What follows belongs to an exercise in optimizing a design on an open flow for small area, a short achievable clock period and few clock cycles per item; a production flow would make more cautious choices.
RTL that was checked went through simulation tests only; none was proved equivalent to the original.
For run 1, only the layout was checked, not whether the RTL still works.

## flow/design.v (module list and top-level ports; edited modules follow where they fit)
// module geofence: 444 lines
module geofence ( clk,reset,X,Y,valid,is_inside);
  // ...
==> flow/run.sh <==
#!/bin/bash
# synth_recipe.tcl (not shown) runs the flow's synth.tcl, then flattens the netlist and writes it again
# the make line also repeats each setting of config.mk as NAME=value (left out here)
make -C /OpenROAD-flow-scripts/flow DESIGN_CONFIG=/design/flow/config.mk WORK_HOME=/design/flow/orfs CLKGATE_MAP_FILE= SYNTH_SCRIPT=/design/flow/synth_recipe.tcl finish
==> flow/config.mk <==
export PLATFORM = sky130hd
export DESIGN_NAME = geofence
export DESIGN_NICKNAME = geofence
export VERILOG_FILES = /design/flow/design.v
export SDC_FILE = /design/flow/constraint.sdc
export NUM_CORES = 4
export LEC_CHECK = 0
export CAP_MARGIN = 20
export CORE_MARGIN = 2
export CORE_UTILIZATION = 40
export SETUP_SLACK_MARGIN = 5
export SLEW_MARGIN = 20
export TNS_END_PERCENT = 0
==> flow/constraint.sdc <==
create_clock -name core_clock -period 11.0 [get_ports {clk}]
set_input_delay 2.2000 -clock core_clock [delete_from_list [all_inputs] [get_ports {clk}]]
set_output_delay 2.2000 -clock core_clock [all_outputs]
set_load 0.01 [all_outputs]
==> impl_metrics.yaml, run 1 <==
yosys:
  synth-seq-cells: 104
  yosysUniqueCellTypes: 64
finish:
  final_core_util: 0.4617
  fin_cells: 2131
  synthToLayoutAreaGrowth_pct: 13.89
drt:
  wl_met3_um: 2040
  first_iter_violations: 665
  drc: 0
  avgRoutedWirePerCell_um: 18.96
  vias: 10830
cts:
  clock-root-buffer: "clkbuf_16"
  cts_resized: 73
placement:
  placed_cells: 2022
  post_dp_cell_area_mm2: 0.01696
floorplan:
  die_h_um: 204.7
  core_area_mm2: 0.03973
  ios: 24
worst_setup_path:
  crit_type: "reg -> reg"
  path_depth: 20
  crit_buf_inv: 5
  rr_worst_depth: 20
global_route:
  grtUsageMet2: 0.3530
  grt_busiest_layer: "met2"
timing:
  tns_ns: 0
run_status:
  status: "complete, no violations"
==> run 2, diff against run 1 <==
--- a/flow/design.v
+++ b/flow/design.v
@@ -2,20 +2,25 @@
     input clk;
     input reset;
     input [9:0] X;
     input [9:0] Y;
     output valid;
     output is_inside;
     reg [3:0] cnt;           
     reg [9:0] ox, oy;        
-    reg wsx, wsy, rsx, rsy, lsx, lsy;
-    reg [9:0] wmx, wmy, rmx, rmy, lmx, lmy;
-    reg wzx, wzy, rzx, rzy, lzx, lzy;
+    reg wsx, wsy, wzx, wzy;
+    reg [9:0] wmx, wmy;
+    reg [23:0] wp, rq, lq;
+    reg ld_rq, ld_lq;
     reg full;
+    wire rsx, rsy, lsx, lsy, rzx, rzy, lzx, lzy;
+    wire [9:0] rmx, rmy, lmx, lmy;
+    assign {rsx, rmx, rzx, rsy, rmy, rzy} = ld_rq ? wp : rq;
+    assign {lsx, lmx, lzx, lsy, lmy, lzy} = ld_lq ? wp : lq;
     wire signed [10:0] dx = $signed({1'b0, X}) - $signed({1'b0, ox});
     wire signed [10:0] dy = $signed({1'b0, Y}) - $signed({1'b0, oy});
     wire [9:0] ax = dx[10] ? -dx[9:0] : dx[9:0];
     wire [9:0] ay = dy[10] ? -dy[9:0] : dy[9:0];
     wire r_s1 = rsx ^ wsy, r_s2 = rsy ^ wsx;
     wire l_s1 = lsx ^ wsy, l_s2 = lsy ^ wsx;
     wire r_z = (rzx | wzy) & (rzy | wzx);
     wire l_z = (lzx | wzy) & (lzy | wzx);
@@ -399,20 +404,16 @@
     wire cr_pos = !cr_neg && !cr_zero;
     wire cl_pos = !cl_neg && !cl_zero;
     wire w_zero = wzx && wzy;
     wire w_opp = ((wsx != rsx) && !wzx) || ((wsy != rsy) && !wzy);
     wire first = (cnt == 4'd2);
     wire step = (cnt >= 4'd3) && (cnt <= 4'd7);
     wire set_l = !cl_neg;
     wire set_r = cr_neg;
-    wire r_eq = step && (r_s1 == r_s2);
-    wire l_eq = step && (l_s1 == l_s2);
-    wire ld_r = r_eq ? (dr_sgn ^ r_s1) : (first || (step && r_s1 && !r_z));
-    wire ld_l = l_eq ? !(dl_sgn ^ l_s1) : (first || (step && !(l_s1 && !l_z)));
     reg f_wz, f_step, f_cln, f_crn, f_clz, f_crz, f_opp;
     wire to_full = f_wz
                  || (f_step && !f_cln && (f_crn || f_crz) && !(f_clz && f_crz && !f_opp));
     wire full_now = (cnt == 4'd3) ? to_full : (full || to_full);
     assign valid = (cnt == 4'd8) || ((cnt == 4'd6 || cnt == 4'd7) && full_now);
     assign is_inside = full_now;
     always @(posedge clk or posedge reset) begin
         if (reset)
@@ -422,23 +423,20 @@
     end
     always @(posedge clk) begin
         if (cnt == 4'd0) begin
             ox <= X;
             oy <= Y;
         end
         wsx <= dx[10]; wmx <= ax; wzx <= (dx == 11'sd0);
         wsy <= dy[10]; wmy <= ay; wzy <= (dy == 11'sd0);
-        if (ld_r) begin
-            rsx <= wsx; rmx <= wmx; rzx <= wzx;
-            rsy <= wsy; rmy <= wmy; rzy <= wzy;
-        end
-        if (ld_l) begin
-            lsx <= wsx; lmx <= wmx; lzx <= wzx;
-            lsy <= wsy; lmy <= wmy; lzy <= wzy;
-        end
+        wp <= {wsx, wmx, wzx, wsy, wmy, wzy};
+        rq <= {rsx, rmx, rzx, rsy, rmy, rzy};
+        lq <= {lsx, lmx, lzx, lsy, lmy, lzy};
+        ld_rq <= first || (step && set_r);
+        ld_lq <= first || (step && set_l);
         f_wz <= w_zero; f_step <= step;
         f_cln <= cl_neg; f_crn <= cr_neg;
         f_clz <= cl_zero; f_crz <= cr_zero;
         f_opp <= w_opp;
         full <= full_now;
     end
 endmodule
==> run 2 against run 1 <==
  * Core utilization increased by 0.96 points
  * Global-route usage increased by 1.6 points
  * Register-to-register slack about the same
  * Sequential share of layout area decreased by 0.55 points
  * Synthesized cell count increased by 4.5%
  * Wire length increased by 12%
  * Final cell count increased by 3.6%
  * Worst setup slack improved by 0.0034 ns
  * Final area increased by 4.9%
  * Highest routed layer unchanged
==> impl_metrics.yaml, run 2 <==
global_route:
  grt_pass1_wl_um: 72150
  grtUsageMet2: 0.3648
  grt_start_max_net_pins: 22
  grt_busiest_layer: "met2"
  grt_use_met3: 0.04281
  use_met1: 0.2869
  antenna_found_initial: 2
  grt_usage: 0.2208
  grt_overflow: 0
  grt_pass1_vias: 12860
hold_path:
  hold_start: "wzy$_DFF_P_"
  min_delay_path_depth: 0
  holdPathEnd: "wp[0]$_DFF_P_"
  min_path_type: "reg -> reg"
cts:
  cts_tree: "built"
  cts_htree_levels: 4
  cts_sinks: 130
  cts_made_buffers: 17
  cts_buffer_depth: 2
  clkTransAtPathRegs_ns: 0.06
  clock-root-buffer: "clkbuf_16"
  postCtsHoldBufs: 0
  insertion_delay_ns: 0.44
worst_setup_path:
  ff2ff_setup_slack_ns: 4.95
  crit_type: "reg -> reg"
  arrival_ns: 6.37
  cp-start-kind: "flop"
  cp-end-kind: "flop"
  rr_endpoint: "ld_rq$_DFF_P_"
  crit_buf_inv: 5
  path_max_fanout: 6
  slowest_stage: "fa_2"
  critPathMaxStageDelay_ns: 0.54
  crit_top_cell: "fa_2"
  required_ns: 11.32
  reg2reg_from: "ld_rq$_DFF_P_"
  rr_worst_depth: 22
  cp_top_family: "adder cells"
  path_cells: "buf_12 -> buf_4 -> buf_12 -> mux2i_4 -> buf_6 -> nor2b_4 -> fa_1 -> fa_2 -> fa_2 -> fa_1 -> fa_2 -> inv_1 -> fa_2 -> fa_2 -> ha_2 -> fa_1 -> a31oi_1 -> o21ai_1 -> a31oi_1 -> o211ai_1 -> mux2i_1 -> a22o_1"
flow_run:
  drv_cap: 0
yosys:
  yosys_warnings: 1
  netlist_instances: 1587
  synthXorXnorAreaFrac: 0.03224
  synthSimpleGateAreaFrac: 0.1706
  ys_seq_area_frac: 0.1708
  syn_area_per_cell_um2: 10.42
  synth.area.top_cells: "fa_1 (41%), dfxtp_1 (13%), nor2b_1 (8.1%)"
  synth_top_area_frac: 0.4117
  synth_adder_area_share: 0.4912
  synth-compound-area-share: 0.03255
  synthArstFlopShare: 0.03077
  synth-seq-cells: 130
  synth_top_family_by_area: "adder cells"
  yosysMostFrequentCell: "fa_1"
  synth-edff-count: 20
  netlist_top_cells_count: "fa_1 (340), inv_1 (235), nor2b_1 (214), nand2_1 (131), dfxtp_1 (106)"
  syn_nets: 2054
  synth_area_mm2: 0.01653
  yosysUniqueCellTypes: 56
  post_synth_mux_area_share: 0.03134
  synth_area_leader_cell: "fa_1"
  yosys_most_used_dff: "dfxtp_1"
timing:
  whs_ns: 0.4701
  rsz0062_at_grt: "true"
  slew_headroom: 0.3443
  tns_ns: 0
  period_needed_ns: 6.054
  period_share: 0.5503
  setup_viol: 0
  clock_skew_ns: 0.01065
  drv_slew: 0
  max_freq_ghz: 0.1652
  tightest_slew_ns: 0.9835
  hold_viol: 0
placement:
  dp_hpwl_um: 31460
  place.gp.congestion: 0.8373
  placed_cells: 2088
  numPortBuffers: 23
finish:
  nFillCells: 3683
  fin_cells: 2208
  n_antenna_cell: 0
  top_regs: "lq: 24 flops, rq: 24 flops, wp: 24 flops"
  drive_above_1_share: 0.1635
  regArea_mm2: 0.002839
  synthToLayoutAreaGrowth_pct: 16.41
  final_core_util: 0.4713
  final_common_cell: "fa_1"
  final_cell_mix: "fa_1 (295), inv_1 (232), nor2b_1 (206)"
  multiInputGateArea_mm2: 0.01300
  nets: 2130
drt:
  dr.pass1.iters: 5
  drtAntennaViolNets: 0
  avgViaCountPerCell: 5.183
  vias: 11450
  drc: 0
  avgRoutedWirePerCell_um: 20.47
  first_iter_violations: 751
  wl_um: 45200
floorplan:
  core_area_mm2: 0.04083
  num_rows: 74
  die_width_um: 207.3
  ios: 24
  start_util: 0.4049
  die-area_mm2: 0.04297
  die_h_um: 207.3
run_status:
  status: "complete, no violations"
==> run 2: changes by cell type after synthesis, moves of 11 or more <==
cell      previous run  this run
nor2b_1              8       214
mux2_2               1        22
dfxtp_1             32       106
and2_1             296        84
inv_1              216       235
edfxtp_1            68        20
clkbuf_1            59        71
nand2_1            142       131
a211oi_1            14         3
mux2i_1              2        27
==> run 2: how the worst max path moves through the flow <==
stage | end | slack [ns] | startpoint | cells after the start
6_report | ld_rq$_DFF_P_ | 4.95 | ld_rq$_DFF_P_ | 22
5_1_grt | ld_lq$_DFF_P_ | 4.76 | ld_lq$_DFF_P_ | 23
4_1_cts | ld_lq$_DFF_P_ | 4.96 | ld_lq$_DFF_P_ | 21
3_5_place_dp | ld_lq$_DFF_P_ | 3.92 | ld_lq$_DFF_P_ | 20
3_3_place_gp | ld_lq$_DFF_P_ | 4.03 | ld_lq$_DFF_P_ | 20
2_1_floorplan | ld_rq$_DFF_P_ | 5.00 | ld_rq$_DFF_P_ | 22
==> run 2: metrics by stage <==
stage	area [um2]	worst slack [ns]
final	19240	4.946
after global routing	19240	4.761
after CTS	19040	4.959
after detailed placement	17350	3.918
after global placement	17350	4.031
after floorplan	16600	4.998
==> run 2: layout make-up <==
| class | instances | share of cell area |
|---|---|---|
| Sequential cell | 130 | 0.1475 |
| Clock inverter | 14 | 0.006762 |
| Tap cell | 532 | 0.03459 |
| Inverter | 236 | 0.04603 |
| Multi-Input combinational cell | 1144 | 0.6754 |
| Timing Repair Buffer | 134 | 0.06684 |
| Clock buffer | 18 | 0.02282 |
==> run 2: timing repair <==
item,in CTS,in global routing
pin swaps,32,38
buffers inserted,68,16
resized for setup,115,28
setup endpoints to repair,6,6
cloned,4,0
==> run 2: per-layer routing <==
layer  share of wire  wire [um]  up-vias
li1                -          -     5010
met2            0.48      21630      382
met1            0.42      18930     5970
met4           0.033       1488        0
met5               0          0        -
met3           0.070       3160       83
==> run 2: logic make-up (layout without fill, tap and decap cells) <==
kind of cell	after synthesis	after routing
compound gates	80	80
xor+xnor	60	60
fa+ha+maj	445	445
buf+inv	313	402
flops	130	130
mux	49	49
simple gates	510	510
Testbench counts of run 2, summed over its fixed seeds: cycles 20,369, items 2,400.

[re-timing with driven ports]
The flow's constraints put no driver on any port. The routed layouts listed below were extracted and timed again, unchanged, in two steps.
Step 1 (the two cells are an assumption about what drives the block):
set clk [get_ports {clk}]
set_driving_cell -lib_cell sky130_fd_sc_hd__clkbuf_16 $clk
set_driving_cell -lib_cell sky130_fd_sc_hd__buf_2 [delete_from_list [all_inputs] $clk]
Step 2 times the ports against the registers' clock, not the clock port: input delays grow and output delays shrink by t, the midpoint of the rising clock arrivals with the driver on.
Slacks: no drivers / after step 1 / after step 2; pairs: no drivers / after step 1.
run | t, ns | setup slack, ns | latest minus earliest clock arrival (ns) | worst slew at a driven data input, ns | pins driven straight from the clock port
run 1 | 0.398 | 4.943 / 4.943 / 4.943 | 0.008 / 0.008 | 0.04 | 1
run 2 | 0.476 | 4.946 / 4.946 / 4.946 | 0.011 / 0.010 | 0.04 | 1
After both steps every run listed still meets setup and hold.
